This is an optimization exercise on Yosys and OpenROAD, whose aim is small area, a short achievable clock period and few clock cycles, not a production implementation. No functional check of the RTL was part of any run shown here. Power and IR drop assume default switching activity.

$ cat config.mk
export PLATFORM = sky130hd
export DESIGN_NAME = booth_mul64
export DESIGN_NICKNAME = booth_mul64
export VERILOG_FILES = /design/flow/design.v
export SDC_FILE = /design/flow/constraint.sdc
export NUM_CORES = 4
export LEC_CHECK = 0
export CAP_MARGIN = 20
export CORE_MARGIN = 2
export CORE_UTILIZATION = 60
export SLEW_MARGIN = 20
export SYNTH_HIERARCHICAL = 1
export SYNTH_MINIMUM_KEEP_SIZE = 0
$ cat constraint.sdc
create_clock -name core_clock -period 10.0 [get_ports {clk}]
set_input_delay 2.0000 -clock core_clock [delete_from_list [all_inputs] [get_ports {clk}]]
set_output_delay 2.0000 -clock core_clock [all_outputs]
set_load 0.01 [all_outputs]
$ cat design.v
module booth_mul64(op_done, result, clk, reset_n, multiplier, multiplicand, op_start, op_clear);
  input clk, reset_n, op_start, op_clear;
  input [63:0] multiplier, multiplicand;
  output op_done;
  output [127:0] result;
  reg busy, fin, done;    
  reg [2:0] cnt;
  reg [63:0] M;           
  reg [64:0] acc;         
  reg [32:0] cv;          
  reg [63:0] Q;           
  assign op_done = done;
  assign result = {acc[63:0], Q};
  always @(posedge clk or negedge reset_n)
    if (!reset_n) begin
      busy <= 1'b0;
      fin <= 1'b0;
      done <= 1'b0;
    end else if (!op_start || op_clear) begin
      busy <= 1'b0;
      fin <= 1'b0;
      done <= 1'b0;
    end else if (busy) begin
      if (cnt == 3'd7) begin
        busy <= 1'b0;
        fin <= 1'b1;
      end
    end else if (fin) begin
      fin <= 1'b0;
      done <= 1'b1;
    end else if (!done) begin
      busy <= 1'b1;
    end
  always @(posedge clk)
    if (busy) cnt <= cnt + 1'b1;
    else cnt <= 3'd0;
  reg [3:0] one, two, ng, oneh, twoh, ngh;
  wire [8:0] bq = busy ? Q[15:7] : {multiplier[7:0], 1'b0};
  wire [8:0] bqh = (busy | fin) ? Q[15:7] : {multiplier[7:0], 1'b0};
  always @(posedge clk) begin
    one[0] <= bq[1] ^ bq[0];
    two[0] <= (bq[2] & ~bq[1] & ~bq[0]) | (~bq[2] & bq[1] & bq[0]);
    ng[0] <= bq[2];
    oneh[0] <= bqh[1] ^ bqh[0];
    twoh[0] <= (bqh[2] & ~bqh[1] & ~bqh[0]) | (~bqh[2] & bqh[1] & bqh[0]);
    ngh[0] <= bqh[2];
    one[1] <= bq[3] ^ bq[2];
    two[1] <= (bq[4] & ~bq[3] & ~bq[2]) | (~bq[4] & bq[3] & bq[2]);
    ng[1] <= bq[4];
    oneh[1] <= bqh[3] ^ bqh[2];
    twoh[1] <= (bqh[4] & ~bqh[3] & ~bqh[2]) | (~bqh[4] & bqh[3] & bqh[2]);
    ngh[1] <= bqh[4];
    one[2] <= bq[5] ^ bq[4];
    two[2] <= (bq[6] & ~bq[5] & ~bq[4]) | (~bq[6] & bq[5] & bq[4]);
    ng[2] <= bq[6];
    oneh[2] <= bqh[5] ^ bqh[4];
    twoh[2] <= (bqh[6] & ~bqh[5] & ~bqh[4]) | (~bqh[6] & bqh[5] & bqh[4]);
    ngh[2] <= bqh[6];
    one[3] <= bq[7] ^ bq[6];
    two[3] <= (bq[8] & ~bq[7] & ~bq[6]) | (~bq[8] & bq[7] & bq[6]);
    ng[3] <= bq[8];
    oneh[3] <= bqh[7] ^ bqh[6];
    twoh[3] <= (bqh[8] & ~bqh[7] & ~bqh[6]) | (~bqh[8] & bqh[7] & bqh[6]);
    ngh[3] <= bqh[8];
  end
  wire ngn = Q[9] & (cnt != 3'd7);
  reg first;
  wire [64:0] acct = first ? {64'd0, ng[0]} : acc;
  wire [64:0] ma = {M[63], M};
  wire [65:0] ma2 = {M[63], M, 1'b0};
  wire [64:0] p0 = {(({32{oneh[0]}} & ma[64:33]) | ({32{twoh[0]}} & ma2[64:33])) ^ {32{ngh[0]}},
                    (({33{one[0]}} & ma[32:0]) | ({33{two[0]}} & ma2[32:0])) ^ {33{ng[0]}}};
  wire [64:0] p1 = {(({32{oneh[1]}} & ma[64:33]) | ({32{twoh[1]}} & ma2[64:33])) ^ {32{ngh[1]}},
                    (({33{one[1]}} & ma[32:0]) | ({33{two[1]}} & ma2[32:0])) ^ {33{ng[1]}}};
  wire [64:0] p2 = {(({32{oneh[2]}} & ma[64:33]) | ({32{twoh[2]}} & ma2[64:33])) ^ {32{ngh[2]}},
                    (({33{one[2]}} & ma[32:0]) | ({33{two[2]}} & ma2[32:0])) ^ {33{ng[2]}}};
  wire [64:0] p3 = {(({32{oneh[3]}} & ma[64:33]) | ({32{twoh[3]}} & ma2[64:33])) ^ {32{ngh[3]}},
                    (({33{one[3]}} & ma[32:0]) | ({33{two[3]}} & ma2[32:0])) ^ {33{ng[3]}}};
  wire t1, t2, t3, t4, t5, t6, t7, t8, t9, t10, t11, t12, t13, t14, t15, t16, t17, t18, t19, t20, t21, t22, t23, t24, t25, t26, t27, t28, t29, t30, t31, t32, t33, t34, t35, t36, t37, t38, t39, t40, t41, t42, t43, t44, t45, t46, t47, t48, t49, t50, t51, t52, t53, t54, t55, t56, t57, t58, t59, t60, t61, t62, t63, t64, t65, t66, t67, t68, t69, t70, t71, t72, t73, t74, t75, t76, t77, t78, t79, t80, t81, t82, t83, t84, t85, t86, t87, t88, t89, t90, t91, t92, t93, t94, t95, t96, t97, t98, t99, t100, t101, t102, t103, t104, t105, t106, t107, t108, t109, t110, t111, t112, t113, t114, t115, t116, t117, t118, t119, t120, t121, t122, t123, t124, t125, t126, t127, t128, t129, t130, t131, t132, t133, t134, t135, t136, t137, t138, t139, t140, t141, t142, t143, t144, t145, t146, t147, t148, t149, t150, t151, t152, t153, t154, t155, t156, t157, t158, t159, t160, t161, t162, t163, t164, t165, t166, t167, t168, t169, t170, t171, t172, t173, t174, t175, t176, t177, t178, t179, t180, t181, t182, t183, t184, t185, t186, t187, t188, t189, t190, t191, t192, t193, t194, t195, t196, t197, t198, t199, t200, t201, t202, t203, t204, t205, t206, t207, t208, t209, t210, t211, t212, t213, t214, t215, t216, t217, t218, t219, t220, t221, t222, t223, t224, t225, t226, t227, t228, t229, t230, t231, t232, t233, t234, t235, t236, t237, t238, t239, t240, t241, t242, t243, t244, t245, t246, t247, t248, t249, t250, t251, t252, t253, t254, t255, t256, t257, t258, t259, t260, t261, t262, t263, t264, t265, t266, t267, t268, t269, t270, t271, t272, t273, t274, t275, t276, t277, t278, t279, t280, t281, t282, t283, t284, t285, t286, t287, t288, t289, t290, t291, t292, t293, t294, t295, t296, t297, t298, t299, t300, t301, t302, t303, t304, t305, t306, t307, t308, t309, t310, t311, t312, t313, t314, t315, t316, t317, t318, t319, t320, t321, t322, t323, t324, t325, t326, t327, t328, t329, t330, t331, t332, t333, t334, t335, t336, t337, t338, t339, t340, t341, t342, t343, t344, t345, t346, t347, t348, t349, t350, t351, t352, t353, t354, t355, t356, t357, t358, t359, t360, t361, t362, t363, t364, t365, t366, t367, t368, t369, t370, t371, t372, t373, t374, t375, t376, t377, t378, t379, t380, t381, t382, t383, t384, t385, t386, t387, t388, t389, t390, t391, t392, t393, t394, t395, t396, t397, t398, t399, t400, t401, t402, t403, t404, t405, t406, t407, t408, t409, t410, t411, t412, t413, t414, t415, t416, t417, t418, t419, t420, t421, t422, t423, t424, t425, t426, t427, t428, t429, t430, t431, t432, t433, t434, t435, t436, t437, t438, t439, t440, t441, t442, t443, t444, t445, t446, t447, t448, t449, t450, t451, t452, t453, t454, t455, t456, t457, t458, t459, t460, t461, t462, t463, t464, t465, t466, t467, t468, t469, t470, t471, t472, t473, t474, t475, t476, t477, t478, t479, t480, t481, t482, t483, t484, t485, t486, t487, t488, t489, t490, t491, t492, t493, t494, t495, t496, t497, t498, t499, t500, t501, t502, t503, t504, t505, t506, t507, t508, t509, t510;
  bm_ha ut1 (.a(acct[2]), .b(p0[2]), .s(t1), .co(t2));
  bm_fa ut3 (.a(acct[4]), .b(p0[4]), .c(p1[2]), .s(t3), .co(t4));
  bm_ha ut5 (.a(acct[5]), .b(p0[5]), .s(t5), .co(t6));
  bm_fa ut7 (.a(acct[6]), .b(p0[6]), .c(p1[4]), .s(t7), .co(t8));
  bm_fa ut9 (.a(p2[2]), .b(p3[0]), .c(ng[3]), .s(t9), .co(t10));
  bm_fa ut11 (.a(acct[7]), .b(p0[7]), .c(p1[5]), .s(t11), .co(t12));
  bm_ha ut13 (.a(p2[3]), .b(p3[1]), .s(t13), .co(t14));
  bm_fa ut15 (.a(acct[8]), .b(p0[8]), .c(p1[6]), .s(t15), .co(t16));
  bm_fa ut17 (.a(p2[4]), .b(p3[2]), .c(ngn), .s(t17), .co(t18));
  bm_fa ut19 (.a(acct[9]), .b(p0[9]), .c(p1[7]), .s(t19), .co(t20));
  bm_ha ut21 (.a(p2[5]), .b(p3[3]), .s(t21), .co(t22));
  bm_fa ut23 (.a(acct[10]), .b(p0[10]), .c(p1[8]), .s(t23), .co(t24));
  bm_ha ut25 (.a(p2[6]), .b(p3[4]), .s(t25), .co(t26));
  bm_fa ut27 (.a(acct[11]), .b(p0[11]), .c(p1[9]), .s(t27), .co(t28));
  bm_ha ut29 (.a(p2[7]), .b(p3[5]), .s(t29), .co(t30));
  bm_fa ut31 (.a(acct[12]), .b(p0[12]), .c(p1[10]), .s(t31), .co(t32));
  bm_ha ut33 (.a(p2[8]), .b(p3[6]), .s(t33), .co(t34));
  bm_fa ut35 (.a(acct[13]), .b(p0[13]), .c(p1[11]), .s(t35), .co(t36));
  bm_ha ut37 (.a(p2[9]), .b(p3[7]), .s(t37), .co(t38));
  bm_fa ut39 (.a(acct[14]), .b(p0[14]), .c(p1[12]), .s(t39), .co(t40));
  bm_ha ut41 (.a(p2[10]), .b(p3[8]), .s(t41), .co(t42));
  bm_fa ut43 (.a(acct[15]), .b(p0[15]), .c(p1[13]), .s(t43), .co(t44));
  bm_ha ut45 (.a(p2[11]), .b(p3[9]), .s(t45), .co(t46));
  bm_fa ut47 (.a(acct[16]), .b(p0[16]), .c(p1[14]), .s(t47), .co(t48));
  bm_ha ut49 (.a(p2[12]), .b(p3[10]), .s(t49), .co(t50));
  bm_fa ut51 (.a(acct[17]), .b(p0[17]), .c(p1[15]), .s(t51), .co(t52));
  bm_ha ut53 (.a(p2[13]), .b(p3[11]), .s(t53), .co(t54));
  bm_fa ut55 (.a(acct[18]), .b(p0[18]), .c(p1[16]), .s(t55), .co(t56));
  bm_ha ut57 (.a(p2[14]), .b(p3[12]), .s(t57), .co(t58));
  bm_fa ut59 (.a(acct[19]), .b(p0[19]), .c(p1[17]), .s(t59), .co(t60));
  bm_ha ut61 (.a(p2[15]), .b(p3[13]), .s(t61), .co(t62));
  bm_fa ut63 (.a(acct[20]), .b(p0[20]), .c(p1[18]), .s(t63), .co(t64));
  bm_ha ut65 (.a(p2[16]), .b(p3[14]), .s(t65), .co(t66));
  bm_fa ut67 (.a(acct[21]), .b(p0[21]), .c(p1[19]), .s(t67), .co(t68));
  bm_ha ut69 (.a(p2[17]), .b(p3[15]), .s(t69), .co(t70));
  bm_fa ut71 (.a(acct[22]), .b(p0[22]), .c(p1[20]), .s(t71), .co(t72));
  bm_ha ut73 (.a(p2[18]), .b(p3[16]), .s(t73), .co(t74));
  bm_fa ut75 (.a(acct[23]), .b(p0[23]), .c(p1[21]), .s(t75), .co(t76));
  bm_ha ut77 (.a(p2[19]), .b(p3[17]), .s(t77), .co(t78));
  bm_fa ut79 (.a(acct[24]), .b(p0[24]), .c(p1[22]), .s(t79), .co(t80));
  bm_ha ut81 (.a(p2[20]), .b(p3[18]), .s(t81), .co(t82));
  bm_fa ut83 (.a(acct[25]), .b(p0[25]), .c(p1[23]), .s(t83), .co(t84));
  bm_ha ut85 (.a(p2[21]), .b(p3[19]), .s(t85), .co(t86));
  bm_fa ut87 (.a(acct[26]), .b(p0[26]), .c(p1[24]), .s(t87), .co(t88));
  bm_ha ut89 (.a(p2[22]), .b(p3[20]), .s(t89), .co(t90));
  bm_fa ut91 (.a(acct[27]), .b(p0[27]), .c(p1[25]), .s(t91), .co(t92));
  bm_ha ut93 (.a(p2[23]), .b(p3[21]), .s(t93), .co(t94));
  bm_fa ut95 (.a(acct[28]), .b(p0[28]), .c(p1[26]), .s(t95), .co(t96));
  bm_ha ut97 (.a(p2[24]), .b(p3[22]), .s(t97), .co(t98));
  bm_fa ut99 (.a(acct[29]), .b(p0[29]), .c(p1[27]), .s(t99), .co(t100));
  bm_ha ut101 (.a(p2[25]), .b(p3[23]), .s(t101), .co(t102));
  bm_fa ut103 (.a(acct[30]), .b(p0[30]), .c(p1[28]), .s(t103), .co(t104));
  bm_ha ut105 (.a(p2[26]), .b(p3[24]), .s(t105), .co(t106));
  bm_fa ut107 (.a(acct[31]), .b(p0[31]), .c(p1[29]), .s(t107), .co(t108));
  bm_ha ut109 (.a(p2[27]), .b(p3[25]), .s(t109), .co(t110));
  bm_fa ut111 (.a(acct[32]), .b(p0[32]), .c(p1[30]), .s(t111), .co(t112));
  bm_ha ut113 (.a(p2[28]), .b(p3[26]), .s(t113), .co(t114));
  bm_fa ut115 (.a(acct[33]), .b(p0[33]), .c(p1[31]), .s(t115), .co(t116));
  bm_ha ut117 (.a(p2[29]), .b(p3[27]), .s(t117), .co(t118));
  bm_fa ut119 (.a(acct[34]), .b(p0[34]), .c(p1[32]), .s(t119), .co(t120));
  bm_ha ut121 (.a(p2[30]), .b(p3[28]), .s(t121), .co(t122));
  bm_fa ut123 (.a(acct[35]), .b(p0[35]), .c(p1[33]), .s(t123), .co(t124));
  bm_ha ut125 (.a(p2[31]), .b(p3[29]), .s(t125), .co(t126));
  bm_fa ut127 (.a(acct[36]), .b(p0[36]), .c(p1[34]), .s(t127), .co(t128));
  bm_ha ut129 (.a(p2[32]), .b(p3[30]), .s(t129), .co(t130));
  bm_fa ut131 (.a(acct[37]), .b(p0[37]), .c(p1[35]), .s(t131), .co(t132));
  bm_ha ut133 (.a(p2[33]), .b(p3[31]), .s(t133), .co(t134));
  bm_fa ut135 (.a(acct[38]), .b(p0[38]), .c(p1[36]), .s(t135), .co(t136));
  bm_ha ut137 (.a(p2[34]), .b(p3[32]), .s(t137), .co(t138));
  bm_fa ut139 (.a(acct[39]), .b(p0[39]), .c(p1[37]), .s(t139), .co(t140));
  bm_ha ut141 (.a(p2[35]), .b(p3[33]), .s(t141), .co(t142));
  bm_fa ut143 (.a(acct[40]), .b(p0[40]), .c(p1[38]), .s(t143), .co(t144));
  bm_ha ut145 (.a(p2[36]), .b(p3[34]), .s(t145), .co(t146));
  bm_fa ut147 (.a(acct[41]), .b(p0[41]), .c(p1[39]), .s(t147), .co(t148));
  bm_ha ut149 (.a(p2[37]), .b(p3[35]), .s(t149), .co(t150));
  bm_fa ut151 (.a(acct[42]), .b(p0[42]), .c(p1[40]), .s(t151), .co(t152));
  bm_ha ut153 (.a(p2[38]), .b(p3[36]), .s(t153), .co(t154));
  bm_fa ut155 (.a(acct[43]), .b(p0[43]), .c(p1[41]), .s(t155), .co(t156));
  bm_ha ut157 (.a(p2[39]), .b(p3[37]), .s(t157), .co(t158));
  bm_fa ut159 (.a(acct[44]), .b(p0[44]), .c(p1[42]), .s(t159), .co(t160));
  bm_ha ut161 (.a(p2[40]), .b(p3[38]), .s(t161), .co(t162));
  bm_fa ut163 (.a(acct[45]), .b(p0[45]), .c(p1[43]), .s(t163), .co(t164));
  bm_ha ut165 (.a(p2[41]), .b(p3[39]), .s(t165), .co(t166));
  bm_fa ut167 (.a(acct[46]), .b(p0[46]), .c(p1[44]), .s(t167), .co(t168));
  bm_ha ut169 (.a(p2[42]), .b(p3[40]), .s(t169), .co(t170));
  bm_fa ut171 (.a(acct[47]), .b(p0[47]), .c(p1[45]), .s(t171), .co(t172));
  bm_ha ut173 (.a(p2[43]), .b(p3[41]), .s(t173), .co(t174));
  bm_fa ut175 (.a(acct[48]), .b(p0[48]), .c(p1[46]), .s(t175), .co(t176));
  bm_ha ut177 (.a(p2[44]), .b(p3[42]), .s(t177), .co(t178));
  bm_fa ut179 (.a(acct[49]), .b(p0[49]), .c(p1[47]), .s(t179), .co(t180));
  bm_ha ut181 (.a(p2[45]), .b(p3[43]), .s(t181), .co(t182));
  bm_fa ut183 (.a(acct[50]), .b(p0[50]), .c(p1[48]), .s(t183), .co(t184));
  bm_ha ut185 (.a(p2[46]), .b(p3[44]), .s(t185), .co(t186));
  bm_fa ut187 (.a(acct[51]), .b(p0[51]), .c(p1[49]), .s(t187), .co(t188));
  bm_ha ut189 (.a(p2[47]), .b(p3[45]), .s(t189), .co(t190));
  bm_fa ut191 (.a(acct[52]), .b(p0[52]), .c(p1[50]), .s(t191), .co(t192));
  bm_ha ut193 (.a(p2[48]), .b(p3[46]), .s(t193), .co(t194));
  bm_fa ut195 (.a(acct[53]), .b(p0[53]), .c(p1[51]), .s(t195), .co(t196));
  bm_ha ut197 (.a(p2[49]), .b(p3[47]), .s(t197), .co(t198));
  bm_fa ut199 (.a(acct[54]), .b(p0[54]), .c(p1[52]), .s(t199), .co(t200));
  bm_ha ut201 (.a(p2[50]), .b(p3[48]), .s(t201), .co(t202));
  bm_fa ut203 (.a(acct[55]), .b(p0[55]), .c(p1[53]), .s(t203), .co(t204));
  bm_ha ut205 (.a(p2[51]), .b(p3[49]), .s(t205), .co(t206));
  bm_fa ut207 (.a(acct[56]), .b(p0[56]), .c(p1[54]), .s(t207), .co(t208));
  bm_ha ut209 (.a(p2[52]), .b(p3[50]), .s(t209), .co(t210));
  bm_fa ut211 (.a(acct[57]), .b(p0[57]), .c(p1[55]), .s(t211), .co(t212));
  bm_ha ut213 (.a(p2[53]), .b(p3[51]), .s(t213), .co(t214));
  bm_fa ut215 (.a(acct[58]), .b(p0[58]), .c(p1[56]), .s(t215), .co(t216));
  bm_ha ut217 (.a(p2[54]), .b(p3[52]), .s(t217), .co(t218));
  bm_fa ut219 (.a(acct[59]), .b(p0[59]), .c(p1[57]), .s(t219), .co(t220));
  bm_ha ut221 (.a(p2[55]), .b(p3[53]), .s(t221), .co(t222));
  bm_fa ut223 (.a(acct[60]), .b(p0[60]), .c(p1[58]), .s(t223), .co(t224));
  bm_ha ut225 (.a(p2[56]), .b(p3[54]), .s(t225), .co(t226));
  bm_fa ut227 (.a(acct[61]), .b(p0[61]), .c(p1[59]), .s(t227), .co(t228));
  bm_ha ut229 (.a(p2[57]), .b(p3[55]), .s(t229), .co(t230));
  bm_fa ut231 (.a(acct[62]), .b(p0[62]), .c(p1[60]), .s(t231), .co(t232));
  bm_ha ut233 (.a(p2[58]), .b(p3[56]), .s(t233), .co(t234));
  bm_fa ut235 (.a(acct[63]), .b(p0[63]), .c(p1[61]), .s(t235), .co(t236));
  bm_ha ut237 (.a(p2[59]), .b(p3[57]), .s(t237), .co(t238));
  bm_fa ut239 (.a(~acct[64]), .b(~p0[64]), .c(p1[62]), .s(t239), .co(t240));
  bm_ha ut241 (.a(p2[60]), .b(p3[58]), .s(t241), .co(t242));
  bm_fa ut243 (.a(1'b1), .b(p1[63]), .c(p2[61]), .s(t243), .co(t244));
  bm_fa ut245 (.a(p1[0]), .b(ng[1]), .c(cv[1]), .s(t245), .co(t246));
  bm_fa ut247 (.a(acct[3]), .b(p0[3]), .c(p1[1]), .s(t247), .co(t248));
  bm_fa ut249 (.a(p2[0]), .b(ng[2]), .c(cv[2]), .s(t249), .co(t250));
  bm_fa ut251 (.a(p1[3]), .b(p2[1]), .c(t5), .s(t251), .co(t252));
  bm_fa ut253 (.a(cv[3]), .b(t7), .c(t9), .s(t253), .co(t254));
  bm_fa ut255 (.a(t11), .b(t13), .c(t8), .s(t255), .co(t256));
  bm_fa ut257 (.a(t15), .b(t17), .c(t12), .s(t257), .co(t258));
  bm_fa ut259 (.a(t19), .b(t21), .c(t16), .s(t259), .co(t260));
  bm_fa ut261 (.a(t23), .b(t25), .c(t20), .s(t261), .co(t262));
  bm_fa ut263 (.a(t27), .b(t29), .c(t24), .s(t263), .co(t264));
  bm_fa ut265 (.a(t31), .b(t33), .c(t28), .s(t265), .co(t266));
  bm_fa ut267 (.a(t35), .b(t37), .c(t32), .s(t267), .co(t268));
  bm_fa ut269 (.a(t39), .b(t41), .c(t36), .s(t269), .co(t270));
  bm_fa ut271 (.a(t43), .b(t45), .c(t40), .s(t271), .co(t272));
  bm_fa ut273 (.a(t47), .b(t49), .c(t44), .s(t273), .co(t274));
  bm_fa ut275 (.a(t51), .b(t53), .c(t48), .s(t275), .co(t276));
  bm_fa ut277 (.a(t55), .b(t57), .c(t52), .s(t277), .co(t278));
  bm_fa ut279 (.a(t59), .b(t61), .c(t56), .s(t279), .co(t280));
  bm_fa ut281 (.a(t63), .b(t65), .c(t60), .s(t281), .co(t282));
  bm_fa ut283 (.a(t67), .b(t69), .c(t64), .s(t283), .co(t284));
  bm_fa ut285 (.a(t71), .b(t73), .c(t68), .s(t285), .co(t286));
  bm_fa ut287 (.a(t75), .b(t77), .c(t72), .s(t287), .co(t288));
  bm_fa ut289 (.a(t79), .b(t81), .c(t76), .s(t289), .co(t290));
  bm_fa ut291 (.a(t83), .b(t85), .c(t80), .s(t291), .co(t292));
  bm_fa ut293 (.a(t87), .b(t89), .c(t84), .s(t293), .co(t294));
  bm_fa ut295 (.a(t91), .b(t93), .c(t88), .s(t295), .co(t296));
  bm_fa ut297 (.a(t95), .b(t97), .c(t92), .s(t297), .co(t298));
  bm_fa ut299 (.a(t99), .b(t101), .c(t96), .s(t299), .co(t300));
  bm_fa ut301 (.a(t103), .b(t105), .c(t100), .s(t301), .co(t302));
  bm_fa ut303 (.a(t107), .b(t109), .c(t104), .s(t303), .co(t304));
  bm_fa ut305 (.a(t111), .b(t113), .c(t108), .s(t305), .co(t306));
  bm_fa ut307 (.a(t115), .b(t117), .c(t112), .s(t307), .co(t308));
  bm_fa ut309 (.a(t119), .b(t121), .c(t116), .s(t309), .co(t310));
  bm_fa ut311 (.a(t123), .b(t125), .c(t120), .s(t311), .co(t312));
  bm_fa ut313 (.a(t127), .b(t129), .c(t124), .s(t313), .co(t314));
  bm_fa ut315 (.a(t131), .b(t133), .c(t128), .s(t315), .co(t316));
  bm_fa ut317 (.a(t135), .b(t137), .c(t132), .s(t317), .co(t318));
  bm_fa ut319 (.a(t139), .b(t141), .c(t136), .s(t319), .co(t320));
  bm_fa ut321 (.a(t143), .b(t145), .c(t140), .s(t321), .co(t322));
  bm_fa ut323 (.a(t147), .b(t149), .c(t144), .s(t323), .co(t324));
  bm_fa ut325 (.a(t151), .b(t153), .c(t148), .s(t325), .co(t326));
  bm_fa ut327 (.a(t155), .b(t157), .c(t152), .s(t327), .co(t328));
  bm_fa ut329 (.a(t159), .b(t161), .c(t156), .s(t329), .co(t330));
  bm_fa ut331 (.a(t163), .b(t165), .c(t160), .s(t331), .co(t332));
  bm_fa ut333 (.a(t167), .b(t169), .c(t164), .s(t333), .co(t334));
  bm_fa ut335 (.a(t171), .b(t173), .c(t168), .s(t335), .co(t336));
  bm_fa ut337 (.a(t175), .b(t177), .c(t172), .s(t337), .co(t338));
  bm_fa ut339 (.a(t179), .b(t181), .c(t176), .s(t339), .co(t340));
  bm_fa ut341 (.a(t183), .b(t185), .c(t180), .s(t341), .co(t342));
  bm_fa ut343 (.a(t187), .b(t189), .c(t184), .s(t343), .co(t344));
  bm_fa ut345 (.a(t191), .b(t193), .c(t188), .s(t345), .co(t346));
  bm_fa ut347 (.a(t195), .b(t197), .c(t192), .s(t347), .co(t348));
  bm_fa ut349 (.a(t199), .b(t201), .c(t196), .s(t349), .co(t350));
  bm_fa ut351 (.a(t203), .b(t205), .c(t200), .s(t351), .co(t352));
  bm_fa ut353 (.a(t207), .b(t209), .c(t204), .s(t353), .co(t354));
  bm_fa ut355 (.a(t211), .b(t213), .c(t208), .s(t355), .co(t356));
  bm_fa ut357 (.a(t215), .b(t217), .c(t212), .s(t357), .co(t358));
  bm_fa ut359 (.a(t219), .b(t221), .c(t216), .s(t359), .co(t360));
  bm_fa ut361 (.a(t223), .b(t225), .c(t220), .s(t361), .co(t362));
  bm_fa ut363 (.a(t227), .b(t229), .c(t224), .s(t363), .co(t364));
  bm_fa ut365 (.a(t231), .b(t233), .c(t228), .s(t365), .co(t366));
  bm_fa ut367 (.a(t235), .b(t237), .c(t232), .s(t367), .co(t368));
  bm_fa ut369 (.a(t239), .b(t241), .c(t236), .s(t369), .co(t370));
  bm_fa ut371 (.a(p3[59]), .b(t243), .c(t240), .s(t371), .co(t372));
  bm_fa ut373 (.a(~p1[64]), .b(p2[62]), .c(p3[60]), .s(t373), .co(t374));
  bm_fa ut375 (.a(1'b1), .b(p2[63]), .c(p3[61]), .s(t375), .co(t376));
  bm_ha ut377 (.a(t2), .b(t247), .s(t377), .co(t378));
  bm_fa ut379 (.a(t3), .b(t249), .c(t248), .s(t379), .co(t380));
  bm_fa ut381 (.a(t4), .b(t251), .c(t250), .s(t381), .co(t382));
  bm_fa ut383 (.a(t6), .b(t253), .c(t252), .s(t383), .co(t384));
  bm_fa ut385 (.a(t10), .b(t255), .c(t254), .s(t385), .co(t386));
  bm_fa ut387 (.a(t14), .b(t257), .c(t256), .s(t387), .co(t388));
  bm_fa ut389 (.a(t18), .b(t259), .c(t258), .s(t389), .co(t390));
  bm_fa ut391 (.a(t22), .b(t261), .c(t260), .s(t391), .co(t392));
  bm_fa ut393 (.a(t26), .b(t263), .c(t262), .s(t393), .co(t394));
  bm_fa ut395 (.a(t30), .b(t265), .c(t264), .s(t395), .co(t396));
  bm_fa ut397 (.a(t34), .b(t267), .c(t266), .s(t397), .co(t398));
  bm_fa ut399 (.a(t38), .b(t269), .c(t268), .s(t399), .co(t400));
  bm_fa ut401 (.a(t42), .b(t271), .c(t270), .s(t401), .co(t402));
  bm_fa ut403 (.a(t46), .b(t273), .c(t272), .s(t403), .co(t404));
  bm_fa ut405 (.a(t50), .b(t275), .c(t274), .s(t405), .co(t406));
  bm_fa ut407 (.a(t54), .b(t277), .c(t276), .s(t407), .co(t408));
  bm_fa ut409 (.a(t58), .b(t279), .c(t278), .s(t409), .co(t410));
  bm_fa ut411 (.a(t62), .b(t281), .c(t280), .s(t411), .co(t412));
  bm_fa ut413 (.a(t66), .b(t283), .c(t282), .s(t413), .co(t414));
  bm_fa ut415 (.a(t70), .b(t285), .c(t284), .s(t415), .co(t416));
  bm_fa ut417 (.a(t74), .b(t287), .c(t286), .s(t417), .co(t418));
  bm_fa ut419 (.a(t78), .b(t289), .c(t288), .s(t419), .co(t420));
  bm_fa ut421 (.a(t82), .b(t291), .c(t290), .s(t421), .co(t422));
  bm_fa ut423 (.a(t86), .b(t293), .c(t292), .s(t423), .co(t424));
  bm_fa ut425 (.a(t90), .b(t295), .c(t294), .s(t425), .co(t426));
  bm_fa ut427 (.a(t94), .b(t297), .c(t296), .s(t427), .co(t428));
  bm_fa ut429 (.a(t98), .b(t299), .c(t298), .s(t429), .co(t430));
  bm_fa ut431 (.a(t102), .b(t301), .c(t300), .s(t431), .co(t432));
  bm_fa ut433 (.a(t106), .b(t303), .c(t302), .s(t433), .co(t434));
  bm_fa ut435 (.a(t110), .b(t305), .c(t304), .s(t435), .co(t436));
  bm_fa ut437 (.a(t114), .b(t307), .c(t306), .s(t437), .co(t438));
  bm_fa ut439 (.a(t118), .b(t309), .c(t308), .s(t439), .co(t440));
  bm_fa ut441 (.a(t122), .b(t311), .c(t310), .s(t441), .co(t442));
  bm_fa ut443 (.a(t126), .b(t313), .c(t312), .s(t443), .co(t444));
  bm_fa ut445 (.a(t130), .b(t315), .c(t314), .s(t445), .co(t446));
  bm_fa ut447 (.a(t134), .b(t317), .c(t316), .s(t447), .co(t448));
  bm_fa ut449 (.a(t138), .b(t319), .c(t318), .s(t449), .co(t450));
  bm_fa ut451 (.a(t142), .b(t321), .c(t320), .s(t451), .co(t452));
  bm_fa ut453 (.a(t146), .b(t323), .c(t322), .s(t453), .co(t454));
  bm_fa ut455 (.a(t150), .b(t325), .c(t324), .s(t455), .co(t456));
  bm_fa ut457 (.a(t154), .b(t327), .c(t326), .s(t457), .co(t458));
  bm_fa ut459 (.a(t158), .b(t329), .c(t328), .s(t459), .co(t460));
  bm_fa ut461 (.a(t162), .b(t331), .c(t330), .s(t461), .co(t462));
  bm_fa ut463 (.a(t166), .b(t333), .c(t332), .s(t463), .co(t464));
  bm_fa ut465 (.a(t170), .b(t335), .c(t334), .s(t465), .co(t466));
  bm_fa ut467 (.a(t174), .b(t337), .c(t336), .s(t467), .co(t468));
  bm_fa ut469 (.a(t178), .b(t339), .c(t338), .s(t469), .co(t470));
  bm_fa ut471 (.a(t182), .b(t341), .c(t340), .s(t471), .co(t472));
  bm_fa ut473 (.a(t186), .b(t343), .c(t342), .s(t473), .co(t474));
  bm_fa ut475 (.a(t190), .b(t345), .c(t344), .s(t475), .co(t476));
  bm_fa ut477 (.a(t194), .b(t347), .c(t346), .s(t477), .co(t478));
  bm_fa ut479 (.a(t198), .b(t349), .c(t348), .s(t479), .co(t480));
  bm_fa ut481 (.a(t202), .b(t351), .c(t350), .s(t481), .co(t482));
  bm_fa ut483 (.a(t206), .b(t353), .c(t352), .s(t483), .co(t484));
  bm_fa ut485 (.a(t210), .b(t355), .c(t354), .s(t485), .co(t486));
  bm_fa ut487 (.a(t214), .b(t357), .c(t356), .s(t487), .co(t488));
  bm_fa ut489 (.a(t218), .b(t359), .c(t358), .s(t489), .co(t490));
  bm_fa ut491 (.a(t222), .b(t361), .c(t360), .s(t491), .co(t492));
  bm_fa ut493 (.a(t226), .b(t363), .c(t362), .s(t493), .co(t494));
  bm_fa ut495 (.a(t230), .b(t365), .c(t364), .s(t495), .co(t496));
  bm_fa ut497 (.a(t234), .b(t367), .c(t366), .s(t497), .co(t498));
  bm_fa ut499 (.a(t238), .b(t369), .c(t368), .s(t499), .co(t500));
  bm_fa ut501 (.a(t242), .b(t371), .c(t370), .s(t501), .co(t502));
  bm_fa ut503 (.a(t244), .b(t373), .c(t372), .s(t503), .co(t504));
  bm_ha ut505 (.a(t375), .b(t374), .s(t505), .co(t506));
  bm_fa ut507 (.a(~p2[64]), .b(p3[62]), .c(t376), .s(t507), .co(t508));
  bm_ha ut509 (.a(1'b1), .b(p3[63]), .s(t509), .co(t510));
  wire [72:0] r0 = {1'b1, 1'b1, ~p3[64], t509, t507, t505, t503, t501, t499, t497, t495, t493, t491, t489, t487, t485, t483, t481, t479, t477, t475, t473, t471, t469, t467, t465, t463, t461, t459, t457, t455, t453, t451, t449, t447, t445, t443, t441, t439, t437, t435, t433, t431, t429, t427, t425, t423, t421, t419, t417, t415, t413, t411, t409, t407, t405, t403, t401, t399, t397, t395, t393, t391, t389, t387, t385, t383, t381, t379, t246, t1, acct[1], acct[0]};
  wire [72:0] r1 = {1'b0, 1'b0, t510, t508, t506, t504, t502, t500, t498, t496, t494, t492, t490, t488, t486, t484, t482, t480, t478, t476, t474, t472, t470, t468, t466, t464, t462, t460, t458, t456, t454, t452, t450, t448, t446, t444, t442, t440, t438, t436, t434, t432, t430, t428, t426, t424, t422, t420, t418, t416, t414, t412, t410, t408, t406, t404, t402, t400, t398, t396, t394, t392, t390, t388, t386, t384, t382, t380, t378, t377, t245, p0[1], p0[0]};
  wire [72:0] x;
  wire [33:0] co;
  assign {co[0], x[7:0]} = r0[7:0] + r1[7:0] + cv[0];
  assign {co[1], x[9:8]} = r0[9:8] + r1[9:8] + cv[4];
  assign {co[2], x[11:10]} = r0[11:10] + r1[11:10] + cv[5];
  assign {co[3], x[13:12]} = r0[13:12] + r1[13:12] + cv[6];
  assign {co[4], x[15:14]} = r0[15:14] + r1[15:14] + cv[7];
  assign {co[5], x[17:16]} = r0[17:16] + r1[17:16] + cv[8];
  assign {co[6], x[19:18]} = r0[19:18] + r1[19:18] + cv[9];
  assign {co[7], x[21:20]} = r0[21:20] + r1[21:20] + cv[10];
  assign {co[8], x[23:22]} = r0[23:22] + r1[23:22] + cv[11];
  assign {co[9], x[25:24]} = r0[25:24] + r1[25:24] + cv[12];
  assign {co[10], x[27:26]} = r0[27:26] + r1[27:26] + cv[13];
  assign {co[11], x[29:28]} = r0[29:28] + r1[29:28] + cv[14];
  assign {co[12], x[31:30]} = r0[31:30] + r1[31:30] + cv[15];
  assign {co[13], x[33:32]} = r0[33:32] + r1[33:32] + cv[16];
  assign {co[14], x[35:34]} = r0[35:34] + r1[35:34] + cv[17];
  assign {co[15], x[37:36]} = r0[37:36] + r1[37:36] + cv[18];
  assign {co[16], x[39:38]} = r0[39:38] + r1[39:38] + cv[19];
  assign {co[17], x[41:40]} = r0[41:40] + r1[41:40] + cv[20];
  assign {co[18], x[43:42]} = r0[43:42] + r1[43:42] + cv[21];
  assign {co[19], x[45:44]} = r0[45:44] + r1[45:44] + cv[22];
  assign {co[20], x[47:46]} = r0[47:46] + r1[47:46] + cv[23];
  assign {co[21], x[49:48]} = r0[49:48] + r1[49:48] + cv[24];
  assign {co[22], x[51:50]} = r0[51:50] + r1[51:50] + cv[25];
  assign {co[23], x[53:52]} = r0[53:52] + r1[53:52] + cv[26];
  assign {co[24], x[55:54]} = r0[55:54] + r1[55:54] + cv[27];
  assign {co[25], x[57:56]} = r0[57:56] + r1[57:56] + cv[28];
  assign {co[26], x[59:58]} = r0[59:58] + r1[59:58] + cv[29];
  assign {co[27], x[61:60]} = r0[61:60] + r1[61:60] + cv[30];
  assign {co[28], x[63:62]} = r0[63:62] + r1[63:62] + cv[31];
  assign {co[29], x[65:64]} = r0[65:64] + r1[65:64] + cv[32];
  assign {co[30], x[67:66]} = r0[67:66] + r1[67:66] + 1'b0;
  assign {co[31], x[69:68]} = r0[69:68] + r1[69:68] + 1'b0;
  assign {co[32], x[71:70]} = r0[71:70] + r1[71:70] + 1'b0;
  assign {co[33], x[72:72]} = r0[72:72] + r1[72:72] + 1'b0;
  wire [64:0] cvec = {cv[32], 1'b0, cv[31], 1'b0, cv[30], 1'b0, cv[29], 1'b0, cv[28], 1'b0, cv[27], 1'b0, cv[26], 1'b0, cv[25], 1'b0, cv[24], 1'b0, cv[23], 1'b0, cv[22], 1'b0, cv[21], 1'b0, cv[20], 1'b0, cv[19], 1'b0, cv[18], 1'b0, cv[17], 1'b0, cv[16], 1'b0, cv[15], 1'b0, cv[14], 1'b0, cv[13], 1'b0, cv[12], 1'b0, cv[11], 1'b0, cv[10], 1'b0, cv[9], 1'b0, cv[8], 1'b0, cv[7], 1'b0, cv[6], 1'b0, cv[5], 1'b0, cv[4], 1'b0, cv[3], 1'b0, cv[2], 1'b0, cv[1], 1'b0, cv[0]};
  always @(posedge clk)
    cv <= busy ? co[32:0] : 33'd0;
  always @(posedge clk)
    first <= !busy && !fin && !done;
  always @(posedge clk) begin
    M <= multiplicand;
    if (busy) begin
      acc <= x[72:8];
      Q <= {x[7:0], Q[63:8]};
    end else if (fin) begin
      acc <= acc + cvec;
    end else if (!done) begin
      Q <= multiplier;
    end
  end
endmodule
module bm_fa(a, b, c, s, co);
  input a, b, c;
  output s, co;
  assign s = a ^ b ^ c;
  assign co = (a & b) | (c & (a ^ b));
endmodule
module bm_ha(a, b, s, co);
  input a, b;
  output s, co;
  assign s = a ^ b;
  assign co = a & b;
endmodule
$ cat flow/run.sh
#!/bin/bash
# Standard ORFS layout (the standard.sh) with two changes:
#  - ports are buffered with buf_1 instead of the flow's default choice;
#  - repair_timing aims for a setup slack margin of 6.6 ns.
set -euo pipefail
export BUFFER_PORTS_ARGS="-buffer_cell sky130_fd_sc_hd__buf_1"
export SETUP_SLACK_MARGIN=6.6
bash standard.sh > standard_make.log 2>&1
$ cat standard.sh
#!/bin/bash
# synth_recipe.tcl (not shown) runs the flow's synth.tcl, then flattens the netlist and writes it again
# the make line also repeats each setting of config.mk as NAME=value (left out here)
make -C /OpenROAD-flow-scripts/flow DESIGN_CONFIG=/design/flow/config.mk WORK_HOME=/design/flow/orfs CLKGATE_MAP_FILE= SYNTH_SCRIPT=/design/flow/synth_recipe.tcl "${@:-finish}"
==> results.txt, run 1 <==
run status=complete, no violations; post-route worst hold slack=between 0.4 and 0.5 ns; Final Slew Violations=0; Data arrival, critical path=roughly 4.1 ns; Die ar.=roughly 41000 um2; count of state elements after synthesis=257; utilization after layout=0.713; Die Y=about 200 um; end of the worst hold path=cnt[0]$_SDFF_PN0_; most common cell after layout, fill and taps aside=sky130_fd_sc_hd__buf_1; total of endpoints with negative setup slack in the final report=0; antenna cells=0; clock buffers created by TritonCTS=29; Primary FF master, synth=sky130_fd_sc_hd__edfxtp_1; Post-synth ARST share=0.0117; Clock Pin Slew Worst Setup and Hold Paths=roughly 0.060 ns; number of warnings issued by yosys=7; cell mode on critical path=sky130_fd_sc_hd__fa_1; CTS Hold Buffers Added=0; CP max-delay cell=sky130_fd_sc_hd__fa_1; worst hold-check path type=reg2reg; headroom to the max-slew limit=0.332; H-tree levels=1; worst clock skew on the final layout=between 0.015 and 0.02 ns; Slowest Stage Delay on Critical Path=0.50 ns; register-to-register setup slack=between 6 and 7 ns; Buffers on Ports=260; most frequent cells in the layout=258 x sky130_fd_sc_hd__buf_1, 251 x sky130_fd_sc_hd__xnor2_1, 162 x sky130_fd_sc_hd__inv_1, 159 x sky130_fd_sc_hd__fa_1, 139 x sky130_fd_sc_hd__a22oi_1; r2r startpoint=oneh[1]$_DFF_P_; number of flops mapped to enable cells by yosys=128; Worst Tran Pin Value=between 1 and 1.5 ns; area post-placement=around 25000 um2; FF-to-FF path depth=11; root buf cell=sky130_fd_sc_hd__clkbuf_16; pin count of the biggest net entering global routing=69; final hold vios=0; I/O Pins=~260; overall via count from detail_route=approximately 18000; via count of the first global-routing pass=18404; setup tns final=0 ns; layer with the highest usage after global routing=met2; placeable core region=approximately 39000 um2; drt drc=0; DRT iter0 DRCs=~1500; clock latency at the later pin of the worst-skew pair=about 0.60 ns; Initial Utilization=0.609; remaining number of nets flagged by the antenna check after routing=0; Num Clock Sinks=approximately 260; portion of the clock cycle consumed by the worst path in the final layout=0.374; final weighted congestion in routability-driven placement=0.935; post-route cell area=roughly 28000 um2; sum of overflow across all layers after global routing=0; Worst Min Path Start=cnt[0]$_SDFF_PN0_; chip width=approximately 200 um; list of cells traversed by the critical path=buf_12, a22oi_2, xnor2_1, fa_1, fa_1, fa_1, inv_1, fa_2, fa_1, nor2_1, a31o_1; growth of design area from synthesis to finish=17.1%; TritonCTS clock tree=yes; Layout Cells excl Fill=about 2900; wire length per cell after detailed routing=24.8 um; Reg2Reg Capture Point=acc[51]$_DFFE_PN_; unrepaired setup endpoints after global routing=yes; post-synthesis cell area=between 20000 and 25000 um2; Detailed Place HPWL=46900 um; number of max-cap violations=0; Clock Tree Buf Depth=3; endpoint class of the critical path=flip-flop; Max IR drop VDD=0.176 mV; router iterations before antenna repair=6; P per Cell Area=about 320 nW/um2; startpoint type of the worst setup path=flip-flop; total routed wirelength=~73000 um; Global Route met2 Usage=0.545; proportion of layout cells with a drive suffix above 1=0.237; global-route met3 utilization=0.0640; minimum period implied by the final worst setup slack=3.74 ns; via/cell ratio=6.20; proportion of synthesized chip area in sequential cells=0.273; Avg Synthesized Cell Area=approximately 10 um2; crit-path max FO=11; Final #Nets=between 2000 and 3000; FP Rows=between 70 and 80; first-pass GRT wire length=roughly 110000 um; Setup CP Type=reg2reg; Max Freq=267 MHz; total routing resource utilization after global routing=0.344; Worst Hold Depth=1; met1 global-route usage=0.469; synthesized instance count=between 2000 and 2500; Worst EP required=10.34 ns; cell total after placement=about 2800; leakage power total=around 10 nW; initial antenna violation count=0; distinct cell type count of the synthesized netlist=63
==> per-module statistics from Yosys, one instance, submodules excluded <==
module | times used | area [um2]
booth_mul64 | 1 | 18900
bm_ha | 62 | 12.5
bm_fa | 193 | 20.0
==> logic make-up (layout without fill, tap and decap cells) <==
logic type	count (synthesis)	in the layout	synth area share
AOI/OAI and AO/OA	462	462	0.136
xor gates and xnor gates	328	328	0.122
adders and majority gates	362	362	0.273
muxes	95	95	0.0435
other	1	3	0.000159
buffers and inverters	425	568	0.0812
and+or+nand+nor	338	338	0.0708
DFF	257	257	0.273
==> flip-flops by register name, indices dropped and copies added (netlist names), 3 cells and up <==
| name | flops |
|---|---|
| ng | 4 |
| Q | 64 |
| acc | 65 |
| cnt | 3 |
| one | 4 |
| ngh | 4 |
| oneh | 4 |
| cv | 33 |
| M | 64 |
| twoh | 4 |
| two | 4 |
==> stage by stage <==
step                      power [mW]  setup WS, ns
after detailed placement        7.09          5.71
after global placement          6.94          5.77
after floorplan                 5.67          6.49
after CTS                       8.46          6.31
after global routing            9.56          6.18
final                           8.82          6.26
==> worst max-delay path: cells and delay by family (launching register included) <==
| kind | cells | cell delay, ns |
|---|---|---|
| adder cells (fa/ha/maj) | 5 | 2.28 |
| flip-flops | 1 | 0.38 |
| AO/OA/AOI/OAI | 2 | 0.29 |
| XOR/XNOR | 1 | 0.25 |
| buffers and inverters | 2 | 0.22 |
| AND/OR/NAND/NOR | 1 | 0.05 |
==> how the worst max path moves through the flow <==
stage / to / slack (ns) / depth (start not counted) / startpoint
6_report: acc[51]$_DFFE_PN_ / 6.26 / 11 / oneh[1]$_DFF_P_
5_1_grt: acc[39]$_DFFE_PN_ / 6.18 / 11 / oneh[1]$_DFF_P_
4_1_cts: acc[51]$_DFFE_PN_ / 6.31 / 11 / oneh[0]$_DFF_P_
3_5_place_dp: acc[49]$_DFFE_PN_ / 5.71 / 10 / oneh[2]$_DFF_P_
3_3_place_gp: Q[63]$_DFFE_PP_ / 5.77 / 9 / two[2]$_DFF_P_
2_1_floorplan: acc[49]$_DFFE_PN_ / 6.49 / 11 / oneh[1]$_DFF_P_
==> metal layers <==
layer | part of all wire | vias to the layer above
li1 | - | 7899
met5 | 0 | -
met2 | 0.46 | 920
met3 | 0.078 | 205
met4 | 0.049 | 0
met1 | 0.41 | 9143
==> timing repair <==
| action | 4_1_cts | 5_1_grt |
|---|---|---|
| pin swaps | 52 | 54 |
| endpoints found under the hold margin | 0 | 0 |
| setup buffers | 36 | 26 |
| gates cloned | 7 | 1 |
| gates resized for setup | 130 | 116 |
| endpoints found under the setup margin | 101 | 152 |
==> synthesized netlist by cell type (13+ instances only) <==
cell                       instances  area, um2
sky130_fd_sc_hd__clkbuf_1        111        417
sky130_fd_sc_hd__nor2b_1          64        400
sky130_fd_sc_hd__dfxtp_1         126       2520
sky130_fd_sc_hd__nand2_1          81        304
sky130_fd_sc_hd__o21ai_0          36        180
sky130_fd_sc_hd__buf_1            19       71.3
sky130_fd_sc_hd__xnor2_1         292       2560
sky130_fd_sc_hd__mux2_2           59        664
sky130_fd_sc_hd__nand4_1          22        138
sky130_fd_sc_hd__mux2i_1          36        360
sky130_fd_sc_hd__buf_4            65        488
sky130_fd_sc_hd__xor2_1           36        315
sky130_fd_sc_hd__clkbuf_2         55        275
sky130_fd_sc_hd__a22oi_1         253       1900
sky130_fd_sc_hd__fa_1            255       5100
sky130_fd_sc_hd__a21oi_1          60        300
sky130_fd_sc_hd__inv_1           170        638
sky130_fd_sc_hd__o21bai_1         13       97.6
sky130_fd_sc_hd__nor2_1          105        394
sky130_fd_sc_hd__a31oi_1          23        144
sky130_fd_sc_hd__o21ai_1          19       95.1
sky130_fd_sc_hd__edfxtp_1        128       3840
sky130_fd_sc_hd__ha_1            107       1340
==> where the power goes <==
part | internal (mW) | switching, mW
registers | 1.42 | 0.323
logic | 2.74 | 3.23
clock network | 0.632 | 0.467
==> layout make-up <==
cell class,count,area [um2]
clock buffers,44,876
clock inverters,10,95.1
fillers,2907,11100
inverters,170,641
multi-input cells,1588,16500
flip-flops and latches,257,6580
well taps,518,648
repair buffers,344,2230
==> inputs of run 2 (changes only) <==
--- a/config.mk
+++ b/config.mk
@@ -9,3 +9,3 @@
 export CORE_MARGIN = 2
-export CORE_UTILIZATION = 60
+export CORE_UTILIZATION = 70
 export SLEW_MARGIN = 20
==> results.txt, run 2 <==
FP Rows=67; Avg Synthesized Cell Area=approximately 10 um2; initial antenna violation count=0; portion of the clock cycle consumed by the worst path in the final layout=0.379; Global Route met2 Usage=0.643; Die ar.=roughly 35000 um2; Max Freq=264 MHz; Initial Utilization=0.707; crit-path max FO=8; Layout Cells excl Fill=2849; most common cell after layout, fill and taps aside=sky130_fd_sc_hd__buf_1; Die Y=around 190 um; Num Clock Sinks=~260; Clock Tree Buf Depth=3; via count of the first global-routing pass=between 15000 and 20000; Total Power=around 9 mW; list of cells traversed by the critical path=buf_16, a22oi_2, xnor2_1, fa_1, fa_1, fa_1, inv_1, fa_2, fa_2, mux2i_1; worst hold-check path type=reg2reg; P per Cell Area=between 300 and 400 nW/um2; remaining number of nets flagged by the antenna check after routing=0; overall via count from detail_route=18652; layer with the highest usage after global routing=met2; H-tree levels=1; area leader, netlist=sky130_fd_sc_hd__fa_1; number of max-cap violations=0; global-route met3 utilization=0.0906; Final Slew Violations=0; Clock Pin Slew Worst Setup and Hold Paths=~0.07 ns; Worst EP required=10.31 ns; minimum period implied by the final worst setup slack=about 3.8 ns; antenna cells=0; cell mode on critical path=sky130_fd_sc_hd__fa_1; distinct cell type count of the synthesized netlist=63; Data arrival, critical path=~4.1 ns; number of warnings issued by yosys=7; flip-flop count of the largest register after layout=65; drt drc=0; Commonest cells post-synth=292 x sky130_fd_sc_hd__xnor2_1, 255 x sky130_fd_sc_hd__fa_1, 253 x sky130_fd_sc_hd__a22oi_1, 170 x sky130_fd_sc_hd__inv_1, 128 x sky130_fd_sc_hd__edfxtp_1; final hold vios=0; Max IR drop VDD=~0.24 mV; cell-internal power=between 4 and 5 mW; startpoint type of the worst setup path=flip-flop; met1 global-route usage=0.529; I/O Pins=around 260; placeable core region=around 33000 um2; post-route worst hold slack=0.436 ns; pin count of the biggest net entering global routing=69; sum of overflow across all layers after global routing=0; DRT iter0 DRCs=between 2000 and 2500; router iterations before antenna repair=6; total of endpoints with negative setup slack in the final report=0; CP max-delay cell=sky130_fd_sc_hd__fa_1; unrepaired setup endpoints after global routing=yes; via/cell ratio=between 6 and 7; run status=complete, no violations; Top reg by flops=acc; clock buffers created by TritonCTS=29; total routed wirelength=roughly 73000 um; Primary FF master, synth=sky130_fd_sc_hd__edfxtp_1; post-synthesis cell area=approximately 24000 um2; headroom to the max-slew limit=0.324; P_sw=a little over 4 mW; utilization after layout=0.817; Post-synth ARST share=0.0117; TritonCTS clock tree=yes; share of power burned in combinational logic=0.677; endpoint class of the critical path=flip-flop; synthesized instance count=2268; relative contribution of the clock network to total power=0.125; library cell with the highest instance count after synthesis=sky130_fd_sc_hd__xnor2_1; Slowest Stage Delay on Critical Path=about 0.55 ns; chip width=188 um; Flop pwr share=0.198; Buffers on Ports=260; first-pass GRT wire length=approximately 110000 um; final weighted congestion in routability-driven placement=0.951; growth of design area from synthesis to finish=15.6%; proportion of layout cells with a drive suffix above 1=0.219; count of state elements after synthesis=257; CTS Hold Buffers Added=0; wire length per cell after detailed routing=between 20 and 30 um; share of total power consumed by net switching=0.463; total routing resource utilization after global routing=0.404; Final #Nets=2872; leakage power total=roughly 10 nW; setup tns final=0 ns; proportion of synthesized chip area in sequential cells=0.273; number of flops mapped to enable cells by yosys=about 130; Setup CP Type=reg2reg; Worst Tran Pin Value=1.01 ns; Detailed Place HPWL=around 46000 um; cell total after placement=approximately 2700; top cell type's share of synthesized area=0.217; clock latency at the later pin of the worst-skew pair=approximately 0.60 ns; root buf cell=sky130_fd_sc_hd__clkbuf_16; largest cells by area after synthesis=sky130_fd_sc_hd__fa_1 22%, sky130_fd_sc_hd__edfxtp_1 16%, sky130_fd_sc_hd__xnor2_1 11%; worst clock skew on the final layout=around 0.027 ns; most frequent cells in the layout=259 x sky130_fd_sc_hd__buf_1, 252 x sky130_fd_sc_hd__xnor2_1, 165 x sky130_fd_sc_hd__inv_1, 165 x sky130_fd_sc_hd__fa_1, 146 x sky130_fd_sc_hd__a22oi_1; Fill cells=2029; top flop regs=acc (65), M (64), Q (64)
run 2: cell counts after synthesis:
Identical to the previous run, type by type.
run 2: worst max-delay path: cells and delay by family, from the launching register on:
family | cells | cell delay (ns)
adders and majority gates | 5 | 2.44
DFF | 1 | 0.39
buffers and inverters | 2 | 0.25
AOI/OAI and AO/OA | 1 | 0.19
xor gates and xnor gates | 1 | 0.17
muxes | 1 | 0.07
run 2: per-stage QoR:
stage	instance area [um2]	setup slack [ns]
finish	27300	6.21
global route	27300	6.14
CTS	26800	6.30
detailed placement	24600	5.63
global placement	24600	5.78
floorplan	24700	6.49
run 2: path summary, 6_finish.rpt:
kind,startpoint,endpoint,slack (ns),depth (start not counted)
worst max-delay path,one[0]$_DFF_P_,acc[9]$_DFFE_PN_,6.21,10
worst min-delay path,cnt[0]$_SDFF_PN0_,cnt[0]$_SDFF_PN0_,0.44,1
worst max register to register,one[0]$_DFF_P_,acc[9]$_DFFE_PN_,6.21,10
worst min register to register,cnt[0]$_SDFF_PN0_,cnt[0]$_SDFF_PN0_,0.44,1
max in group asynchronous,reset_n,busy$_DFF_PN0_,8.62,1
min in group asynchronous,reset_n,busy$_DFF_PN0_,1.21,1
run 2: routing by layer:
| layer | vias to the layer above | routed length (um) | part of all wire |
|---|---|---|---|
| li1 | 7880 | - | - |
| met1 | 9225 | 27400 | 0.37 |
| met2 | 1246 | 34400 | 0.47 |
| met3 | 301 | 7480 | 0.10 |
| met4 | 0 | 4090 | 0.056 |
| met5 | - | 0 | 0 |
run 2: modules after synthesis, one instance, submodules excluded:
module	cell area (um2)	times used	flip-flops and latches	cells inside
bm_ha	12.5	62	0	1
booth_mul64	18900	1	257	2013
bm_fa	20.0	193	0	1
run 2: layout make-up:
cell class | count | area, um2 | area share
multi-input combinational | 1588 | 16400 | 0.601
sequential | 257 | 6590 | 0.242
timing repair buffer | 332 | 2100 | 0.0772
clock buffer | 42 | 846 | 0.0310
inverter | 170 | 641 | 0.0235
tap | 448 | 561 | 0.0206
clock inverter | 12 | 128 | 0.00468
run 2: cell families (layout without fill, tap and decap cells):
group,Yosys count,after routing,share of synthesized area
DFF,257,257,0.273
AOI/OAI and AO/OA,462,462,0.136
xor gates and xnor gates,328,328,0.122
buffers and inverters,425,556,0.0812
muxes,95,95,0.0435
and+or+nand+nor,338,338,0.0708
other,1,3,0.000159
adders and majority gates,362,362,0.273
run 2: what timing repair did:
| action | 4_1_cts | 5_1_grt |
|---|---|---|
| endpoints found under the setup margin | 100 | 155 |
| setup buffers | 45 | 9 |
| cloned | 8 | 0 |
| pin swaps | 35 | 58 |
| resized for setup | 105 | 97 |
run 2: power by group through the flow:
stage	Clock [mW]	Combinational, mW	Sequential [mW]
2_1_floorplan	0	4.11	1.56
3_3_place_gp	0	5.09	1.82
3_5_place_dp	0	5.31	1.83
4_1_cts	1.11	5.59	1.75
5_1_grt	1.15	6.65	1.78
6_report	1.11	6.03	1.76

[separate check: timing with driven ports]
How much do the figures lean on ideal ports? The routed layouts below were timed once more, with nothing changed but the port constraints. Step 1 sets driving cells, clkbuf_16 on the clock port and buf_2 on the other inputs (assumed; they add their load-dependent delay and slew). Step 2, shift: input delay + t, output delay - t, t = (earliest + latest rising clock arrival at the registers) / 2. This alone moves slack from input paths to output paths. Slacks: ideal ports / drivers / drivers and shift; pairs: ideal ports / drivers.
run | t (ns) | slack for setup (ns) | worst setup path after step 2
run 1 | 0.649 | 6.258 / 6.258 / 6.258 | register to register
run 2 | 0.646 | 6.208 / 6.208 / 6.208 | register to register
After both steps every run listed still meets setup and hold.
